From an optimization exercise on the open Yosys and OpenROAD flow, aimed at small area, a short achievable clock period and few clock cycles; shortcuts taken in it are not production practice.
The RTL was checked by simulation tests, not by an equivalence proof against the original design.
No driver is modelled on the clock port, so clock power and skew are understated where the tree is cut down; a real chip needs a root buffer or a tree.
Power is estimated from default activity; no workload was simulated.

== lane 1 ==
==> flow/design.v <==
`timescale 1ns / 1ns
module bus_arb(clk, rst,
               start1, read_operation1, in_address1, in_data1,
               start2, read_operation2, in_address2, in_data2,
               out_data1, out_data2, finish1, finish2, cache_busy1, cache_busy2,
               mem_req, mem_we, mem_addr, mem_wdata, mem_ack, mem_rdata);
input clk, rst;
input start1, read_operation1, start2, read_operation2;
input [7:0] in_address1, in_address2, in_data1, in_data2;
output [7:0] out_data1, out_data2;
output reg finish1, finish2;
output reg cache_busy1, cache_busy2;
output reg mem_req;
output reg mem_we;
output reg [7:0] mem_addr, mem_wdata;
input mem_ack;
input [7:0] mem_rdata;
reg smp;             
reg idle;            
reg owner;           
reg [7:0] rdata;
wire start_owner = owner ? start2 : start1;
wire start_other = owner ? start1 : start2;
wire free = idle | (smp & mem_ack);
wire load = free & start_other;    
always @(posedge clk)
begin
	if(rst)
	begin
		mem_req <= 0;
		idle <= 1;
		smp <= 0;
		owner <= 0;
		finish1 <= 0;
		finish2 <= 0;
		cache_busy1 <= 1;
		cache_busy2 <= 1;
	end
	else
	begin
		finish1 <= smp & mem_ack & ~owner;
		finish2 <= smp & mem_ack & owner;
		cache_busy1 <= ~(load & owner);
		cache_busy2 <= ~(load & ~owner);
		if(~idle & ~smp)
			smp <= 1;
		else if(free)
		begin
			smp <= 0;
			mem_req <= start_other;
			idle <= ~start_other;
			if(start_other | start_owner)
				owner <= ~owner;
		end
	end
end
wire sel1 = free & owner;
wire sel2 = free & ~owner;
wire hold = ~free;
always @(posedge clk)
begin
	rdata <= mem_rdata;
	mem_we <= (sel1 & ~read_operation1) | (sel2 & ~read_operation2) | (hold & mem_we);
	mem_addr <= ({8{sel1}} & in_address1) | ({8{sel2}} & in_address2) | ({8{hold}} & mem_addr);
	mem_wdata <= ({8{sel1}} & in_data1) | ({8{sel2}} & in_data2) | ({8{hold}} & mem_wdata);
end
assign out_data1 = rdata;
assign out_data2 = rdata;
endmodule
`timescale 1ns / 1ns
module dual_cache(clk, rst,
                  start1, read_operation1, in_address1, in_data1, out_data1, finish1, cache_busy1,
                  start2, read_operation2, in_address2, in_data2, out_data2, finish2, cache_busy2,
                  mem_req, mem_we, mem_addr, mem_wdata, mem_ack, mem_rdata);
input clk, rst;
input start1, read_operation1, start2, read_operation2;
input [7:0] in_address1, in_address2;
input [7:0] in_data1, in_data2;
output [7:0] out_data1, out_data2;
output finish1, finish2;
output cache_busy1, cache_busy2;
output mem_req, mem_we;
output [7:0] mem_addr, mem_wdata;
input mem_ack;
input [7:0] mem_rdata;
bus_arb busmem1(.clk(clk), .rst(rst),
                .start1(start1), .read_operation1(read_operation1), .in_address1(in_address1), .in_data1(in_data1),
                .start2(start2), .read_operation2(read_operation2), .in_address2(in_address2), .in_data2(in_data2),
                .out_data1(out_data1), .out_data2(out_data2), .finish1(finish1), .finish2(finish2),
                .cache_busy1(cache_busy1), .cache_busy2(cache_busy2),
                .mem_req(mem_req), .mem_we(mem_we), .mem_addr(mem_addr), .mem_wdata(mem_wdata),
                .mem_ack(mem_ack), .mem_rdata(mem_rdata));
endmodule
==> flow/config.mk <==
export PLATFORM = sky130hd
export DESIGN_NAME = dual_cache
export DESIGN_NICKNAME = dual_cache
export VERILOG_FILES = /design/flow/design.v
export SDC_FILE = /design/flow/constraint.sdc
export NUM_CORES = 4
export LEC_CHECK = 0
export CAP_MARGIN = 20
export CORE_AREA = 2.3 2.3 57.7 57.7
export DIE_AREA = 0 0 60 60
export SLEW_MARGIN = 20
==> flow/constraint.sdc <==
create_clock -name core_clock -period 5.0 [get_ports {clk}]
set_input_delay 1.0000 -clock core_clock [delete_from_list [all_inputs] [get_ports {clk}]]
set_output_delay 1.0000 -clock core_clock [all_outputs]
set_load 0.01 [all_outputs]
standard.sh (not shown) runs the stock make flow with config.mk's settings and CLKGATE_MAP_FILE= SYNTH_SCRIPT=/design/flow/synth_recipe.tcl, a recipe that flattens the netlist after the stock synthesis.
==> flow/flow/run.sh <==
#!/bin/bash
# Standard layout with three changes:
#  - the port buffers are sky130_fd_sc_hd__buf_1 instead of the delay buffer
#    buffer_ports picks by default;
#  - after clock tree synthesis, flow/clock.tcl replaces the two-level clock
#    tree with two clock buffers, each driving half of the flip-flops;
#  - it then repairs setup timing with a margin, so that the resizer works on
#    the paths that set the achieved clock period.
set -euo pipefail
here=$(pwd)
export CLOCK_REPAIR_MARGIN=3.33
export CLOCK_ROOT_BUFS=2
export CLOCK_ROOT_BUF=sky130_fd_sc_hd__clkbuf_8
bash standard.sh 'BUFFER_PORTS_ARGS=-buffer_cell sky130_fd_sc_hd__buf_1' "POST_CTS_TCL=$here/flow/clock.tcl" finish > standard_make.log 2>&1
Other scripts of this flow, unchanged in this note and not shown: flow/flow/clock.tcl
Testbench counts of lane 1, summed over its fixed seeds: cycles 14,280.
## Diff of input files: lane 2 against lane 1
-- flow/design.v --
<<< lane 1, line 17
input [7:0] mem_rdata;
reg smp;             
reg idle;            
reg owner;           
reg [7:0] rdata;
wire start_owner = owner ? start2 : start1;
wire start_other = owner ? start1 : start2;
wire free = idle | (smp & mem_ack);
wire load = free & start_other;    
always @(posedge clk)
>>> lane 2, line 17
input [7:0] mem_rdata;
reg smp;             
reg owner;           
reg [7:0] rdata;
wire start_owner = owner ? start2 : start1;
wire start_other = owner ? start1 : start2;
wire free = ~mem_req | (smp & mem_ack);
wire load = free & start_other;    
always @(posedge clk)
<<< lane 1, line 29
	begin
		mem_req <= 0;
		idle <= 1;
		smp <= 0;
		owner <= 0;
>>> lane 2, line 28
	begin
		mem_req <= 0;
		smp <= 0;
		owner <= 0;
<<< lane 1, line 43
		cache_busy1 <= ~(load & owner);
		cache_busy2 <= ~(load & ~owner);
		if(~idle & ~smp)
			smp <= 1;
		else if(free)
>>> lane 2, line 41
		cache_busy1 <= ~(load & owner);
		cache_busy2 <= ~(load & ~owner);
		if(mem_req & ~smp)
			smp <= 1;
		else if(free)
<<< lane 1, line 49
			smp <= 0;
			mem_req <= start_other;
			idle <= ~start_other;
			if(start_other | start_owner)
				owner <= ~owner;
>>> lane 2, line 47
			smp <= 0;
			mem_req <= start_other;
			if(start_other | start_owner)
				owner <= ~owner;
<<< lane 1, line 55
	end
end
wire sel1 = free & owner;
wire sel2 = free & ~owner;
wire hold = ~free;
always @(posedge clk)
begin
	rdata <= mem_rdata;
	mem_we <= (sel1 & ~read_operation1) | (sel2 & ~read_operation2) | (hold & mem_we);
	mem_addr <= ({8{sel1}} & in_address1) | ({8{sel2}} & in_address2) | ({8{hold}} & mem_addr);
	mem_wdata <= ({8{sel1}} & in_data1) | ({8{sel2}} & in_data2) | ({8{hold}} & mem_wdata);
end
assign out_data1 = rdata;
>>> lane 2, line 52
	end
end
always @(posedge clk)
begin
	rdata <= mem_rdata;
	if(free)
	begin
		mem_we <= owner ? ~read_operation1 : ~read_operation2;
		mem_addr <= owner ? in_address1 : in_address2;
		mem_wdata <= owner ? in_data1 : in_data2;
	end
end
assign out_data1 = rdata;
Notes after the runs:
The final layouts of lane 1 and lane 2 pass the timing, DRC and antenna checks.
Taking lane 1 as the reference, in lane 2 final-stage net count dropped 42, total standard cell area after synthesis dropped 0.64%.
Higher worst hold slack goes to lane 2 over lane 1.
On slew at the pin closest to its max-slew limit: between lane 1 and lane 2, it ends up higher for lane 2.
Lane 2: clock network fraction of total power 0.5 points above lane 1
Sort lane 1 and lane 2 by gate count after technology mapping asc -> top: lane 2
Lane 1 has a higher layout overhead on the synthesized area than lane 2.
Relative to lane 1, the first-pass iteration count of the detailed router of lane 2 is lower by 2.
Relative to lane 1, the final cell area reported for lane 2 is lower.
Compared with lane 1, total area of multi-input combinational cells in lane 2 decreased by more than a quarter.
Testbench counts of lane 2, summed over its fixed seeds: cycles 14,280.
In every run of this note, the design's own scripts or RTL, not TritonCTS, make the clock network.

static timing again, ports no longer ideal:
The flow's constraints put no driver on any port. The routed layouts listed below were extracted and timed again, unchanged, in two steps.
Step 1 sets driving cells, clkbuf_16 on the clock port and buf_2 on the other inputs (assumed; they add their load-dependent delay and slew).
Step 2, shift: input delay + t, output delay - t, t = (earliest + latest rising clock arrival at the registers) / 2. This alone moves slack from input paths to output paths.
Slacks: ideal ports / drivers / drivers and shift; pairs: ideal ports / drivers.
| run | t (ns) | setup WS [ns] | worst hold slack (ns) | worst setup path at the end | pins driven straight from the clock port |
|---|---|---|---|---|---|
| lane 1 | 0.188 | 3.336 / 3.301 / 3.164 | 0.450 / 0.450 / 0.450 | input to register | 2 |
| lane 2 | 0.182 | 3.307 / 3.277 / 3.167 | 0.510 / 0.510 / 0.510 | input to register | 2 |
After both steps setup and hold are still met in every run listed. For lane 1, which loses most, drivers alone change the setup slack by -0.035 ns; drivers and shift together by -0.172 ns.
